Context: an optimization exercise on an open-source flow, tuned for small area, a short achievable clock period and few clock cycles per item. The choices shown serve that exercise and are no tape-out recipe. At most, simulation tests tie the RTL to the original design; equivalence was not proved. For runs 2 and 3, only the layout was checked, not whether the RTL still works. Power figures rest on the tool's default switching activity, not on a simulated workload.

$ cat flow/design.v
`timescale 1ns/1ps
`default_nettype none
module multiplier #(parameter WIDTH = 64) (
    input  wire [WIDTH+1:0] s_in,
    input  wire [WIDTH+1:0] c_in,
    input  wire             e_in,
    input  wire [1:0]       a_in,
    input  wire [WIDTH-1:0] b_in,
    input  wire [WIDTH-1:0] n_in,
    input  wire             n1_in,    
    input  wire             iter,     
    input  wire             sub,      
    output logic [WIDTH+1:0] s_out,
    output logic [WIDTH+1:0] c_out,
    output logic            e_out
    );
    localparam TW = WIDTH + 4;
    logic [TW-1:0] s, c, r1, r2, r3, r4;
    logic [TW-1:0] s1, c1, s2, c2, s3, c3, s4, c4;
    logic [1:0] t, q;
    assign s  = {2'b00, s_in};
    assign c  = {2'b00, c_in};
    assign r1 = a_in[0] ? {4'b0000, b_in} : {TW{1'b0}};
    assign r2 = a_in[1] ? {3'b000, b_in, 1'b0} : {TW{1'b0}};
    assign t = s_in[1:0] + c_in[1:0] + {1'b0, e_in} + r1[1:0] + r2[1:0];
    assign q = {iter & (t[1] ^ (t[0] & ~n1_in)), iter & t[0]};
    assign r3 = sub  ? {4'b1111, ~n_in} : (q[0] ? {4'b0000, n_in} : {TW{1'b0}});
    assign r4 = q[1] ? {3'b000, n_in, 1'b0} : {TW{1'b0}};
    assign s1 = s ^ c ^ r1;
    assign c1 = {(s[TW-2:0] & c[TW-2:0]) | (s[TW-2:0] & r1[TW-2:0]) | (c[TW-2:0] & r1[TW-2:0]), e_in};
    assign s2 = s1 ^ c1 ^ r2;
    assign c2 = {(s1[TW-2:0] & c1[TW-2:0]) | (s1[TW-2:0] & r2[TW-2:0]) | (c1[TW-2:0] & r2[TW-2:0]), sub};
    assign s3 = s2 ^ c2 ^ r3;
    assign c3 = {(s2[TW-2:0] & c2[TW-2:0]) | (s2[TW-2:0] & r3[TW-2:0]) | (c2[TW-2:0] & r3[TW-2:0]), 1'b0};
    assign s4 = s3 ^ c3 ^ r4;
    assign c4 = {(s3[TW-2:0] & c3[TW-2:0]) | (s3[TW-2:0] & r4[TW-2:0]) | (c3[TW-2:0] & r4[TW-2:0]), 1'b0};
    always_comb begin
        if (iter) begin
            s_out = s4[TW-1:2];
            c_out = c4[TW-1:2];
            e_out = s4[1] & c4[1];
        end else begin
            s_out = s4[WIDTH+1:0];
            c_out = c4[WIDTH+1:0];
            e_out = 1'b0;
        end
    end
endmodule
`default_nettype wire
`timescale 1ns/1ps
`default_nettype none
module mont_reduction (
    input  wire [7:0]  x,
    output logic [2:0] pos
    );
    always_comb begin
        pos = 3'd0;
        for (int i = 0; i < 8; i++)
            if (x[i]) pos = i[2:0];
    end
endmodule
`default_nettype wire
`timescale 1ns/1ps
`default_nettype none
module mod_exponent #(parameter WIDTH = 64) (
    input wire clk_in,
    input wire rst_in,
    input wire [WIDTH-1:0] base,
    input wire [WIDTH-1:0] exponent,
    input wire [WIDTH-1:0] modulo,
    input wire [WIDTH-1:0] inv_modulo,
    input wire [WIDTH:0] R,
    input wire [WIDTH-1:0] start_product,
    input wire valid_in,
    input wire ready_in,
    output logic [WIDTH-1:0] c_out,
    output logic valid_out,
    output logic busy_out
    );
    localparam ST_IDLE = 3'd0, ST_SCAN = 3'd1, ST_ITER = 3'd2, ST_SETTLE = 3'd3,
               ST_FIX = 3'd4, ST_DONE = 3'd5;
    localparam OP_SQ = 2'd0, OP_MUL = 2'd1, OP_CONV = 2'd2;
    logic [2:0] state;
    logic [1:0] op;
    logic [WIDTH-1:0] acc, n_r, b_r;
    logic [WIDTH+1:0] s_r, c_r;
    logic e_r;
    logic [1:0] a_r;
    logic [4:0] cnt;
    logic [6:0] idx, idx_n;      
    logic [7:0] grp;             
    logic [WIDTH+1:0] s_nx, c_nx;
    logic e_nx;
    logic iter, sub;
    multiplier #(.WIDTH(WIDTH)) step (
        .s_in(s_r), .c_in(c_r), .e_in(e_r), .a_in(a_r), .b_in(acc), .n_in(n_r),
        .n1_in(n_r[1]), .iter(iter), .sub(sub),
        .s_out(s_nx), .c_out(c_nx), .e_out(e_nx));
    logic [2:0] top_pos;
    mont_reduction lead (.x(grp), .pos(top_pos));
    assign c_out = acc;
    wire settled = (c_r == '0) && !e_r;
    wire ebit = grp[idx[2:0]];
    wire [WIDTH-1:0] res = s_r[WIDTH-1:0];
    logic fin_sq, fin_mul, fin_conv, need_sub;
    always_comb begin
        need_sub = s_r[WIDTH];
        fin_sq   = state == ST_SETTLE && settled && !need_sub && op == OP_SQ;
        fin_mul  = state == ST_SETTLE && settled && !need_sub && op == OP_MUL;
        fin_conv = state == ST_SETTLE && settled && !need_sub && op == OP_CONV;
    end
    always_comb begin
        iter = state == ST_ITER;
        sub  = (state == ST_SETTLE && settled && (need_sub || op == OP_CONV));
    end
    always_comb begin
        idx_n = idx;
        case (state)
            ST_IDLE: idx_n = 7'd63;
            ST_SCAN: begin
                if (grp != 8'd0) idx_n = {1'b0, idx[5:3], top_pos} - 7'd1;
                else idx_n = idx - 7'd8;
            end
            ST_SETTLE: if ((fin_sq && !ebit) || fin_mul) idx_n = idx - 7'd1;
            default: ;
        endcase
    end
    always_ff @(posedge clk_in) begin
        n_r <= modulo;
        b_r <= base;
        grp <= exponent[{idx_n[5:3], 3'b000} +: 8];
        idx <= idx_n;
        if (rst_in) begin
            state <= ST_IDLE;
            busy_out <= 1'b0;
            valid_out <= 1'b0;
        end else begin
            case (state)
                ST_IDLE: begin
                    if (valid_in) begin
                        busy_out <= 1'b1;
                        state <= ST_SCAN;
                    end
                end
                ST_SCAN: begin
                    acc <= b_r;
                    s_r <= '0;
                    c_r <= '0;
                    e_r <= 1'b0;
                    cnt <= 5'd0;
                    if (grp != 8'd0) begin
                        state <= ST_ITER;
                        if (idx[5:3] == 3'd0 && top_pos == 3'd0) begin
                            op <= OP_CONV;
                            a_r <= 2'b01;
                        end else begin
                            op <= OP_SQ;
                            a_r <= b_r[1:0];
                        end
                    end else if (idx[5:3] == 3'd0) begin
                        op <= OP_CONV;
                        s_r <= {{(WIDTH+1){1'b0}}, 1'b1};
                        state <= ST_SETTLE;
                    end
                end
                ST_ITER: begin
                    s_r <= s_nx;
                    c_r <= c_nx;
                    e_r <= e_nx;
                    cnt <= cnt + 5'd1;
                    if (cnt == 5'd31) begin
                        a_r <= 2'b00;
                        state <= ST_SETTLE;
                    end else begin
                        case (op)
                            OP_SQ:   a_r <= acc[{cnt + 5'd1, 1'b0} +: 2];
                            OP_MUL:  a_r <= b_r[{cnt + 5'd1, 1'b0} +: 2];
                            default: a_r <= 2'b00;
                        endcase
                    end
                end
                ST_SETTLE: begin
                    if (!settled || need_sub) begin
                        s_r <= s_nx;
                        c_r <= c_nx;
                        e_r <= e_nx;
                    end else begin
                        acc <= res;
                        cnt <= 5'd0;
                        if (op == OP_CONV) begin
                            s_r <= s_nx;
                            c_r <= c_nx;
                            e_r <= e_nx;
                            state <= ST_FIX;
                        end else begin
                            s_r <= '0;
                            c_r <= '0;
                            e_r <= 1'b0;
                            state <= ST_ITER;
                            if (op == OP_SQ && ebit) begin
                                op <= OP_MUL;
                                a_r <= b_r[1:0];
                            end else if (idx[5:0] == 6'd0) begin
                                op <= OP_CONV;
                                a_r <= 2'b01;
                            end else begin
                                op <= OP_SQ;
                                a_r <= res[1:0];
                            end
                        end
                    end
                end
                ST_FIX: begin
                    if (!settled) begin
                        s_r <= s_nx;
                        c_r <= c_nx;
                        e_r <= e_nx;
                    end else begin
                        if (!s_r[WIDTH+1]) acc <= res;
                        valid_out <= 1'b1;
                        busy_out <= 1'b0;
                        state <= ST_DONE;
                    end
                end
                ST_DONE: begin
                    if (ready_in) begin
                        valid_out <= 1'b0;
                        state <= ST_IDLE;
                    end
                end
                default: state <= ST_IDLE;
            endcase
        end
    end
endmodule
`default_nettype wire
$ cat flow/run.sh
#!/bin/bash
# synth_recipe.tcl (not shown) runs the flow's synth.tcl, then flattens the netlist and writes it again
# the make line also repeats each setting of config.mk as NAME=value (left out here)
make -C /OpenROAD-flow-scripts/flow DESIGN_CONFIG=/design/flow/config.mk WORK_HOME=/design/flow/orfs CLKGATE_MAP_FILE= SYNTH_SCRIPT=/design/flow/synth_recipe.tcl finish
$ cat flow/constraint.sdc
create_clock -name core_clock -period 10.0 [get_ports {clk_in}]
set_input_delay 2.0000 -clock core_clock [delete_from_list [all_inputs] [get_ports {clk_in}]]
set_output_delay 2.0000 -clock core_clock [all_outputs]
set_load 0.01 [all_outputs]
$ cat flow/config.mk
export PLATFORM = sky130hd
export DESIGN_NAME = mod_exponent
export DESIGN_NICKNAME = mod_exponent
export VERILOG_FILES = /design/flow/design.v
export SDC_FILE = /design/flow/constraint.sdc
export NUM_CORES = 4
export LEC_CHECK = 0
export CAP_MARGIN = 20
export CORE_MARGIN = 2
export CORE_UTILIZATION = 30
export PLACE_DENSITY = 0.4
export SLEW_MARGIN = 20
==> results of run 1 <==
-- worst max-delay path by stage --
stage                        end  slack (ns)  depth (start not counted)
after CTS                 s_r[0]        4.57                         13
after global routing      s_r[0]        4.26                         13
after global placement    s_r[0]        4.66                         13
after floorplan           c_r[0]        1.93                          1
final                     s_r[0]        4.60                         13
after detailed placement  s_r[0]        4.58                         13
-- sequential cells by signal, summed over array words and instances (netlist names), 2 cells and up --
name   cells
state      3
op         2
cnt        5
n_r       64
grp        8
idx        6
b_r       64
c_r       66
acc       64
s_r       66
a_r        2
-- placed cells by master, fill, tap and decap left out, types with 9 or more instances in the layout --
cell / synthesis / final
nor4_1: 19 / 19
nor2_1: 76 / 71
nor3_1: 10 / 9
mux2_2: 14 / 14
a21oi_1: 127 / 126
edfxtp_1: 208 / 208
fa_1: 257 / 257
o211ai_1: 15 / 15
a22oi_1: 19 / 19
clkdlybuf4s50_1: 0 / 261
mux4_2: 45 / 45
ha_1: 17 / 17
and3_1: 63 / 63
clkbuf_16: 0 / 53
nand2_1: 528 / 526
clkinv_2: 0 / 12
and2_1: 80 / 80
buf_4: 1 / 18
inv_1: 242 / 242
dfxtp_1: 144 / 144
a211oi_1: 17 / 17
o21ai_0: 63 / 63
-- report_power, final --
| part | internal (uW) | total, uW | switching, uW |
|---|---|---|---|
| combinational | 1970 | 4950 | 2980 |
| sequential | 1940 | 2230 | 291 |
| clock | 1090 | 1770 | 685 |
| total | 5000 | 8960 | 3950 |
-- routing by layer --
metal  vias up  GRT usage  share of wire
met4         0    0.03805          0.016
met1      8408     0.2873           0.48
li1       7617          -              -
met3        76    0.02862          0.049
met5         -          0              0
met2       458     0.3093           0.45
-- layout make-up --
| cell class | instances | share of cell area |
|---|---|---|
| Clock buffer | 65 | 0.05207 |
| Clock inverter | 21 | 0.006733 |
| Inverter | 244 | 0.03286 |
| Multi-Input combinational cell | 1464 | 0.4381 |
| Sequential cell | 352 | 0.3275 |
| Tap cell | 969 | 0.04350 |
| Timing Repair Buffer | 280 | 0.09929 |
-- worst reg2reg max path, stage by stage (launching register included) --
cell      delay (ns)
edfxtp_1        0.47
nor4_1          0.69
nand4_1         0.37
nor4_2          0.48
nand2_1         0.32
or3_2           0.53
buf_4           0.42
nor2_1          0.22
a21oi_1         0.08
fa_1            0.53
fa_1            0.54
nor2_1          0.09
a41oi_1         0.27
o31ai_1         0.11
-- kinds of logic (layout without fill, tap and decap cells) --
group	after synthesis	after routing
compound gates	292	292
xor+xnor	10	10
fa+ha+maj	274	274
buf+inv	365	610
flops	352	352
mux	64	64
simple gates	824	824
-- through the flow --
step	std cells	util	setup slack [ns]	total power, uW
after floorplan	2181	-	1.928	5513
after global placement	3309	0.3517	4.665	7236
after detailed placement	3309	0.3517	4.576	7228
after CTS	3395	0.3736	4.570	9100
after global routing	3395	0.3738	4.264	9810
final	3395	0.3738	4.596	8956
==> flow_metrics.py, run 1 <==
metrics = {
    "die": {
        "dieArea_um2": 77620,
        "start_util": 0.3034,
        "die_w_um": 278.6,
        "die_y_um": 278.6,
        "ios": 455,
        "core_um2": 74570,
        "num_rows": 100,
    },
    "sta": {
        "fmax_mhz": 185.0,
        "setup_tns_ns": 0,
        "hold_ws_ns": 0.5118,
        "setup_viol": 0,
        "max_slew_margin": 0.2742,
        "rsz0062_at_grt": "false",
        "worst_pin_slew_ns": 1.079,
        "drv_slew": 0,
        "finalHoldViolations": 0,
        "fin_crit_sh": 0.5404,
        "period_needed_ns": 5.404,
        "finClkSkew_ns": 0.02175,
    },
    "cells_and_area": {
        "layout-drive-gt1-share": 0.07543,
        "multi_input_area_um2": 12210,
        "fin_nets": 3051,
        "fill_cells": 7452,
        "regArea_um2": 9129,
        "area_growth_pct": 23.21,
        "postLayoutCellArea_um2": 27870,
        "num_antenna_cells": 0,
    },
    "worst_setup_path": {
        "r2r_end": "s_r[0]",
        "crit_path_end_kind": "flip-flop",
        "r2r_setup_slack_ns": 4.60,
        "critical_path_class": "flip-flop to flip-flop",
        "crit_path_max_fanout": 68,
        "reg2reg_depth": 13,
        "slowest_delay_ns": 0.69,
        "cp-startpoint": "c_r[51]",
        "start_kind": "flip-flop",
        "cp_cell_sequence": "nor4_1 -> nand4_1 -> nor4_2 -> nand2_1 -> or3_2 -> buf_4 -> nor2_1 -> a21oi_1 -> fa_1 -> fa_1 -> nor2_1 -> a41oi_1 -> o31ai_1",
        "critPathTopFamily": "simple AND/OR/NAND/NOR gates",
        "cp_slowest_cell": "nor4_1",
        "crit_required_ns": 10.30,
        "worst_ep_arrival_time_ns": 5.70,
        "crit_buf_inv": 1,
        "rr_startpoint": "c_r[51]",
    },
    "route": {
        "wl_per_cell_um": 22.19,
        "drt-total-wl_mm": 75.35,
        "viasPerCell": 4.877,
        "dr_total_vias": 16560,
        "drt-pass1-iter-count": 6,
        "ant_nets": 0,
        "drc": 0,
        "drt_iter0_markers": 823,
    },
    "global_route": {
        "antenna_found_initial": 4,
        "grt_pass1_vias": 17630,
        "grt_max_degree": 189,
        "grt.total_usage": 0.1960,
        "global_route.overflow_total": 0,
        "grt_pass1_wl_mm": 114.7,
    },
    "yosys": {
        "synth_fp_nets": 2844,
        "yosys_warnings": 3,
        "synthMuxAreaShare": 0.05492,
        "synth_cells": 2181,
        "synth_simple_gate_area_frac": 0.1624,
        "yosysTopAreaCell": "edfxtp_1",
        "synth_top_area_share": 0.2761,
        "synthAdderAreaFrac": 0.2368,
        "yosysMostFrequentCell": "nand2_1",
        "synth-main-ff-cell": "edfxtp_1",
        "avgSynthCellArea_um2": 10.37,
        "synth_commonest_cells": "nand2_1 (528), fa_1 (257), inv_1 (242)",
        "seq_area_frac_synth": 0.4035,
        "synth_compound_area_frac": 0.07666,
        "synth_area_leaders": "edfxtp_1 (28%), fa_1 (23%), dfxtp_1 (13%), nand2_1 (8.8%), mux4_2 (4.5%)",
        "synth_edf_count": 208,
        "synth_top_family_by_area": "adder cells",
        "synth-xor-area-share": 0.003871,
        "synth.distinct_cells": 62,
        "ys_seq_elements": 352,
        "ys_async_sr_fraction": 0,
        "synth_area_um2": 22620,
    },
    "worst_hold_path": {
        "hold_path.class": "flip-flop to flip-flop",
        "hold_depth": 2,
        "hold_start": "b_r[53]",
        "holdPathEnd": "acc[53]",
    },
    "cts": {
        "cts.hold.buffers_added": 0,
        "postCtsSetupBuffers": 0,
        "h-tree-depth": 2,
        "cts_root_buffer": "clkbuf_16",
        "cts_resized": 0,
        "clkTransAtPathRegs_ns": 0.06,
        "cts_buffers": 46,
        "cts_tree": "done",
        "worstSkewPairLatency_ns": 0.59,
        "cts.sinks": 352,
        "cts.path.max_buffers": 3,
    },
    "pwr": {
        "p_leak_uw": 0.01125,
        "ir_worst_vdd_v": 0.0002229,
        "pwr_density_cell_nw_per_um2": 321.3,
    },
    "placement": {
        "io_buffer_count": 261,
        "hpwl_mm": 53.06,
        "globalplace.congestion": 0.8245,
        "place_area_um2": 26220,
    },
    "flow_run": {
        "cap_viol_max_count": 0,
    },
    "run_status": {
        "status": "no timing/DRC/antenna violations",
    },
}
Testbench counts, summed over its fixed seeds: cycles 62,945, items 32.
==> run 2, diff against run 1 <==
--- a/flow/design.v
+++ b/flow/design.v
@@ -78,7 +78,7 @@
     output logic busy_out
     );
     localparam ST_IDLE = 3'd0, ST_SCAN = 3'd1, ST_ITER = 3'd2, ST_SETTLE = 3'd3,
-               ST_FIX = 3'd4, ST_DONE = 3'd5;
+               ST_FIX = 3'd4, ST_DONE = 3'd5, ST_SUB = 3'd6;
     localparam OP_SQ = 2'd0, OP_MUL = 2'd1, OP_CONV = 2'd2;
     logic [2:0] state;
     logic [1:0] op;
@@ -111,7 +111,7 @@
     end
     always_comb begin
         iter = state == ST_ITER;
-        sub  = (state == ST_SETTLE && settled && (need_sub || op == OP_CONV));
+        sub  = state == ST_SUB;
     end
     always_comb begin
         idx_n = idx;
@@ -130,6 +130,9 @@
         b_r <= base;
         grp <= exponent[{idx_n[5:3], 3'b000} +: 8];
         idx <= idx_n;
+        s_r <= s_nx;
+        c_r <= c_nx;
+        e_r <= e_nx;
         if (rst_in) begin
             state <= ST_IDLE;
             busy_out <= 1'b0;
@@ -164,9 +167,6 @@
                     end
                 end
                 ST_ITER: begin
-                    s_r <= s_nx;
-                    c_r <= c_nx;
-                    e_r <= e_nx;
                     cnt <= cnt + 5'd1;
                     if (cnt == 5'd31) begin
                         a_r <= 2'b00;
@@ -179,19 +179,17 @@
                         endcase
                     end
                 end
+                ST_SUB: begin
+                    state <= (op == OP_CONV) ? ST_FIX : ST_SETTLE;
+                end
                 ST_SETTLE: begin
-                    if (!settled || need_sub) begin
-                        s_r <= s_nx;
-                        c_r <= c_nx;
-                        e_r <= e_nx;
-                    end else begin
+                    if (settled && need_sub) begin
+                        state <= ST_SUB;
+                    end else if (settled) begin
                         acc <= res;
                         cnt <= 5'd0;
                         if (op == OP_CONV) begin
-                            s_r <= s_nx;
-                            c_r <= c_nx;
-                            e_r <= e_nx;
-                            state <= ST_FIX;
+                            state <= ST_SUB;
                         end else begin
                             s_r <= '0;
                             c_r <= '0;
@@ -211,11 +209,7 @@
                     end
                 end
                 ST_FIX: begin
-                    if (!settled) begin
-                        s_r <= s_nx;
-                        c_r <= c_nx;
-                        e_r <= e_nx;
-                    end else begin
+                    if (settled) begin
                         if (!s_r[WIDTH+1]) acc <= res;
                         valid_out <= 1'b1;
                         busy_out <= 1'b0;
--- a/flow/config.mk
+++ b/flow/config.mk
@@ -5,6 +5,7 @@
 export SDC_FILE = /design/flow/constraint.sdc
 export NUM_CORES = 4
 export LEC_CHECK = 0
+export ABC_CLOCK_PERIOD_IN_PS = 3000
 export CAP_MARGIN = 20
 export CORE_MARGIN = 2
 export CORE_UTILIZATION = 30
==> flow_metrics.py, run 2 <==
metrics = {
    "yosys": {
        "ys_seq_elements": 352,
        "synth_simple_gate_area_frac": 0.1559,
        "avgSynthCellArea_um2": 10.74,
        "synth-main-ff-cell": "dfxtp_1",
        "synth_compound_area_frac": 0.1088,
        "ys_async_sr_fraction": 0,
        "synth_top_area_share": 0.2481,
        "synth_top_family_by_area": "adder cells",
        "synth_commonest_cells": "dfxtp_1 (276), fa_1 (257), and2_1 (181)",
        "synth_area_um2": 22270,
        "synth_area_leaders": "dfxtp_1 (25%), fa_1 (23%), edfxtp_1 (10%), and2_1 (5.1%), a211oi_1 (4.3%)",
        "synth_cells": 2074,
        "seq_area_frac_synth": 0.3505,
        "synth-xor-area-share": 0.003146,
        "yosysMostFrequentCell": "dfxtp_1",
        "yosysTopAreaCell": "dfxtp_1",
        "synthAdderAreaFrac": 0.2400,
        "synthMuxAreaShare": 0.08696,
        "synth_edf_count": 76,
        "synth.distinct_cells": 61,
        "yosys_warnings": 3,
        "synth_fp_nets": 2736,
    },
    "sta": {
        "rsz0062_at_grt": "false",
        "finClkSkew_ns": 0.01929,
        "fmax_mhz": 195.4,
        "setup_viol": 0,
        "max_slew_margin": 0.2422,
        "setup_tns_ns": 0,
        "period_needed_ns": 5.118,
        "finalHoldViolations": 0,
        "setup_ws_ns": 4.882,
        "drv_slew": 0,
        "worst_pin_slew_ns": 1.134,
        "fin_crit_sh": 0.5118,
    },
    "worst_setup_path": {
        "worst_ep_arrival_time_ns": 5.54,
        "start_kind": "flip-flop",
        "cp-startpoint": "c_r[22]",
        "cp_slowest_cell": "nor4_1",
        "crit_path_end_kind": "flip-flop",
        "cp-endpoint": "s_r[22]",
        "reg2reg_depth": 10,
        "crit_path_max_fanout": 61,
        "rr_startpoint": "c_r[22]",
        "r2r_setup_slack_ns": 4.88,
        "crit_required_ns": 10.42,
        "critical_path_class": "flip-flop to flip-flop",
        "slowest_delay_ns": 0.76,
        "critPathTopFamily": "simple AND/OR/NAND/NOR gates",
        "cp.depth": 10,
        "r2r_end": "s_r[22]",
        "crit_top_cell": "buf_4",
        "cp_cell_sequence": "nor4_1 -> nand4_1 -> or4_1 -> buf_4 -> nor3_1 -> nand2_1 -> a21boi_4 -> buf_4 -> buf_4 -> a211oi_1",
        "crit_buf_inv": 3,
    },
    "die": {
        "start_util": 0.3043,
        "dieArea_um2": 76440,
        "num_rows": 99,
        "die_y_um": 276.5,
        "ios": 455,
        "core_um2": 73210,
        "die_w_um": 276.5,
    },
    "worst_hold_path": {
        "hold_path.class": "flip-flop to flip-flop",
    },
    "placement": {
        "io_buffer_count": 261,
        "hpwl_mm": 53.61,
        "globalplace.congestion": 0.8025,
        "post-place-ws_ns": 4.750,
    },
    "global_route": {
        "global_route.overflow_total": 0,
        "grt_pass1_vias": 17810,
        "grt_max_degree": 95,
        "antenna_found_initial": 5,
        "grt_pass1_wl_mm": 117.0,
        "grt.total_usage": 0.2004,
    },
    "cells_and_area": {
        "reg_top3": "c_r x66, s_r x66",
        "regArea_um2": 7809,
        "fin_nets": 2913,
        "area_growth_pct": 22.75,
        "mostFrequentLayoutCell": "dfxtp_1",
        "layout-drive-gt1-share": 0.1050,
        "multi_input_area_um2": 13370,
        "final_cell_mix": "dfxtp_1 (275), clkdlybuf4s50_1 (261), fa_1 (257)",
        "fill_cells": 7135,
    },
    "cts": {
        "worstSkewPairLatency_ns": 0.58,
        "cts_tree": "done",
        "clkTransAtPathRegs_ns": 0.06,
        "cts_resized": 0,
        "cts.path.max_buffers": 3,
        "cts.hold.buffers_added": 0,
        "postCtsSetupBuffers": 0,
        "h-tree-depth": 2,
        "cts_buffers": 45,
        "cts.sinks": 352,
        "cts_root_buffer": "clkbuf_16",
    },
    "route": {
        "drc": 0,
        "drt-pass1-iter-count": 7,
        "drt_iter0_markers": 1150,
        "dr_total_vias": 16570,
        "ant_nets": 0,
        "viasPerCell": 5.103,
        "drt-total-wl_mm": 76.82,
        "wl_per_cell_um": 23.66,
    },
    "pwr": {
        "p_leak_uw": 0.009829,
        "pwr_density_cell_nw_per_um2": 357.1,
        "ir_worst_vdd_v": 0.0001174,
    },
    "flow_run": {
        "cap_viol_max_count": 0,
    },
    "run_status": {
        "status": "no timing/DRC/antenna violations",
    },
}
==> run 2: cell types whose count changed after synthesis, moves of 56 or more <==
cell / delta
dfxtp_1: +132
inv_1: -91
a211oi_1: +112
edfxtp_1: -132
nand2_1: -374
mux2_2: +56
and2_1: +101
==> run 2: power breakdown <==
part | switching (uW) | leakage, uW | internal, uW
clock network | 685 | 0.000746 | 1030
registers | 387 | 0.00301 | 1910
logic | 3130 | 0.00607 | 2620
total | 4200 | 0.00983 | 5560
==> run 2: routing by layer <==
metal,vias to the layer above,GRT usage,part of all wire
li1,7651,-,-
met1,8440,0.2796,0.46
met2,391,0.3328,0.48
met3,87,0.02560,0.040
met4,0,0.04217,0.017
met5,-,0,0
==> run 2: stage by stage <==
step	power, uW	area (um2)	util	hold slack, ns	cells
floorplan	6133	22270	-	0.4989	2074
global placement	8114	25780	0.3521	0.5312	3163
detailed placement	8115	25780	0.3521	0.5212	3163
CTS	9935	27320	0.3732	0.5343	3245
global route	10690	27340	0.3735	0.5471	3247
finish	9764	27340	0.3735	0.5303	3247
==> run 2: kinds of logic (layout without fill, tap and decap cells) <==
kind of cell | Yosys count | after routing
adder cells (fa/ha/maj) | 273 | 273
AO/OA/AOI/OAI | 345 | 345
buffers and inverters | 313 | 525
XOR/XNOR | 8 | 8
other | 0 | 2
flip-flops | 352 | 352
AND/OR/NAND/NOR | 652 | 652
multiplexers | 131 | 131
==> run 2: final cells by class <==
class                   instances  share of cell area
inverters                     151             0.02073
repair buffers                292              0.1041
clock inverters                27             0.01172
well taps                     959             0.04389
flip-flops and latches        352              0.2856
multi-input cells            1409              0.4890
clock buffers                  55             0.04485
diodes                          2           0.0001830
==> run 2: worst min path at each step <==
stage	slack [ns]	startpoint	endpoint	depth (start not counted)
floorplan	0.50	b_r[62]	acc[62]	2
global route	0.55	busy_out	busy_out	2
detailed placement	0.52	busy_out	busy_out	2
CTS	0.53	busy_out	busy_out	2
finish	0.53	busy_out	busy_out	2
global placement	0.53	valid_out	valid_out	2
==> run 2: worst reg2reg max path, stage by stage (launching register included) <==
cell and delay [ns]:
dfxtp_1 0.34, nor4_1 0.76, nand4_1 0.39, or4_1 0.57, buf_4 0.30, nor3_1 0.25, nand2_1 0.13, a21boi_4 0.66
buf_4 0.65, buf_4 0.73, a211oi_1 0.17
==> run 3, diff against run 2 <==
--- a/flow/config.mk
+++ b/flow/config.mk
@@ -5,7 +5,6 @@
 export SDC_FILE = /design/flow/constraint.sdc
 export NUM_CORES = 4
 export LEC_CHECK = 0
-export ABC_CLOCK_PERIOD_IN_PS = 3000
 export CAP_MARGIN = 20
 export CORE_MARGIN = 2
 export CORE_UTILIZATION = 30
==> flow_metrics.py, run 3 <==
metrics = {
    "pwr": {
        "p_leak_uw": 0.009829,
        "p_clk_frac": 0.176,
        "netSwitchingFraction": 0.4304,
        "pwr_density_cell_nw_per_um2": 357.1,
        "seqPwrFrac": 0.235,
        "p_sw_uw": 4202,
        "p_comb_frac": 0.589,
        "p_int_uw": 5562,
        "ir_worst_vdd_v": 0.0001174,
    },
    "route": {
        "dr_total_vias": 16570,
        "wl_per_cell_um": 23.66,
        "drt-total-wl_mm": 76.82,
        "drt_iter0_markers": 1150,
        "viasPerCell": 5.103,
        "drc": 0,
        "ant_nets": 0,
        "drt-pass1-iter-count": 7,
    },
    "yosys": {
        "synth_area_leaders": "dfxtp_1 (25%), fa_1 (23%), edfxtp_1 (10%), and2_1 (5.1%), a211oi_1 (4.3%)",
        "yosysMostFrequentCell": "dfxtp_1",
        "seq_area_frac_synth": 0.3505,
        "yosysTopAreaCell": "dfxtp_1",
        "yosys_warnings": 3,
        "synth_edf_count": 76,
        "avgSynthCellArea_um2": 10.74,
        "ys_async_sr_fraction": 0,
        "ys_seq_elements": 352,
        "synth_top_area_share": 0.2481,
        "synth_commonest_cells": "dfxtp_1 (276), fa_1 (257), and2_1 (181)",
        "synth-main-ff-cell": "dfxtp_1",
        "synth_cells": 2074,
        "synth_area_um2": 22270,
        "synth.distinct_cells": 61,
        "synth_fp_nets": 2736,
    },
    "sta": {
        "setup_tns_ns": 0,
        "fin_crit_sh": 0.5118,
        "setup_viol": 0,
        "worst_pin_slew_ns": 1.134,
        "finClkSkew_ns": 0.01929,
        "fmax_mhz": 195.4,
        "period_needed_ns": 5.118,
        "max_slew_margin": 0.2422,
        "drv_slew": 0,
        "rsz0062_at_grt": "false",
        "finalHoldViolations": 0,
    },
    "cts": {
        "cts_tree": "done",
        "h-tree-depth": 2,
        "cts.path.max_buffers": 3,
        "cts_buffers": 45,
        "cts_root_buffer": "clkbuf_16",
        "clkTransAtPathRegs_ns": 0.06,
        "cts.hold.buffers_added": 0,
        "postCtsSetupBuffers": 0,
        "worstSkewPairLatency_ns": 0.58,
        "cts.sinks": 352,
        "cts_resized": 0,
    },
    "run_status": {
        "status": "no timing/DRC/antenna violations",
    },
    "worst_setup_path": {
        "critical_path_class": "flip-flop to flip-flop",
        "worst_ep_arrival_time_ns": 5.54,
        "crit_required_ns": 10.42,
        "crit_path_max_fanout": 61,
        "crit_path_end_kind": "flip-flop",
        "start_kind": "flip-flop",
    },
    "global_route": {
        "grt.total_usage": 0.2004,
        "grt_pass1_vias": 17810,
        "grt_max_degree": 95,
        "global_route.overflow_total": 0,
        "antenna_found_initial": 5,
        "grt_pass1_wl_mm": 117.0,
    },
    "die": {
        "core_um2": 73210,
        "dieArea_um2": 76440,
        "ios": 455,
        "die_y_um": 276.5,
        "start_util": 0.3043,
        "die_w_um": 276.5,
        "num_rows": 99,
    },
    "placement": {
        "io_buffer_count": 261,
        "globalplace.congestion": 0.8025,
        "hpwl_mm": 53.61,
    },
    "flow_run": {
        "cap_viol_max_count": 0,
    },
    "cells_and_area": {
        "reg_top3": "c_r x66, s_r x66",
        "fin_util": 0.3735,
        "layout-drive-gt1-share": 0.1050,
        "area_growth_pct": 22.75,
        "mostFrequentLayoutCell": "dfxtp_1",
        "fin_nets": 2913,
        "final_cell_mix": "dfxtp_1 (275), clkdlybuf4s50_1 (261), fa_1 (257)",
    },
    "worst_hold_path": {
        "hold_path.class": "flip-flop to flip-flop",
    },
}
run 3: layer usage:
layer,GRT usage,vias to the layer above,wire [um]
li1,-,7651,-
met1,0.2796,8440,35560
met2,0.3328,391,36880
met3,0.02560,87,3069
met4,0.04217,0,1314
met5,0,-,0
run 3: cell type report:
type,count,area (um2)
multi-input cells,1409,13370
clock buffers,55,1226
repair buffers,292,2845
well taps,959,1200
diodes,2,5.005
fillers,7135,45870
clock inverters,27,320.3
inverters,151,566.8
flip-flops and latches,352,7809
run 3: cell families after synthesis:
family                     synth area share
and+or+nand+nor                      0.1559
DFF                                  0.3505
AOI/OAI and AO/OA                    0.1088
buffers and inverters               0.05477
adders and majority gates            0.2400
muxes                               0.08696
xor gates and xnor gates           0.003146
run 3: power by group through the flow:
| stage | registers, uW | clock network [uW] | logic (uW) |
|---|---|---|---|
| 2_1_floorplan | 2170 | 0 | 3970 |
| 3_3_place_gp | 2340 | 0 | 5770 |
| 3_5_place_dp | 2340 | 0 | 5780 |
| 4_1_cts | 2310 | 1770 | 5850 |
| 5_1_grt | 2360 | 1820 | 6510 |
| 6_report | 2290 | 1720 | 5750 |
run 3: worst paths after layout:
kind,slack [ns],end,cells past startpoint,startpoint
hold / removal,0.53,busy_out,2,busy_out
setup / recovery,4.88,s_r[22],10,c_r[22]
hold reg to reg,0.53,busy_out,2,busy_out
setup reg to reg,4.88,s_r[22],10,c_r[22]
run 3: worst max-delay path, cell delays in order, from the launching register on:
cell,delay (ns)
dfxtp_1,0.34
nor4_1,0.76
nand4_1,0.39
or4_1,0.57
buf_4,0.30
nor3_1,0.25
nand2_1,0.13
a21boi_4,0.66
buf_4,0.64
buf_4,0.73
a211oi_1,0.11
run 3: through the flow:
stage | hold slack, ns | instance area (um2) | total power, uW | setup WS, ns | std cells
3_5_place_dp | 0.5212 | 25780 | 8115 | 4.750 | 3163
6_report | 0.5303 | 27340 | 9764 | 4.882 | 3247
5_1_grt | 0.5471 | 27340 | 10690 | 4.576 | 3247
3_3_place_gp | 0.5312 | 25780 | 8114 | 4.704 | 3163
4_1_cts | 0.5343 | 27320 | 9935 | 4.798 | 3245
2_1_floorplan | 0.4989 | 22270 | 6133 | 4.200 | 2074

-- static timing again, ports no longer ideal --
How much do the figures lean on ideal ports? The routed layouts below were timed once more, with nothing changed but the port constraints.
Step 1 sets driving cells, clkbuf_16 on the clock port and buf_2 on the other inputs (assumed; they add their load-dependent delay and slew).
Step 2 adds t to the input delays and takes it off the output delays; t is the mean of the earliest and latest rising clock arrival at the registers after step 1. Input paths then give back, and output paths get back, about the clock's delay inside the block.
Three values: no drivers, after step 1, after step 2; two values: the first two.
| run | t (ns) | slack for setup (ns) | worst setup path after step 2 |
|---|---|---|---|
| run 1 | 0.637 | 4.596 / 4.596 / 4.596 | register to register |
| run 2 | 0.634 | 4.882 / 4.882 / 4.699 | input to register |
| run 3 | 0.634 | 4.882 / 4.882 / 4.699 | input to register |
After both steps setup and hold are still met in every run listed.
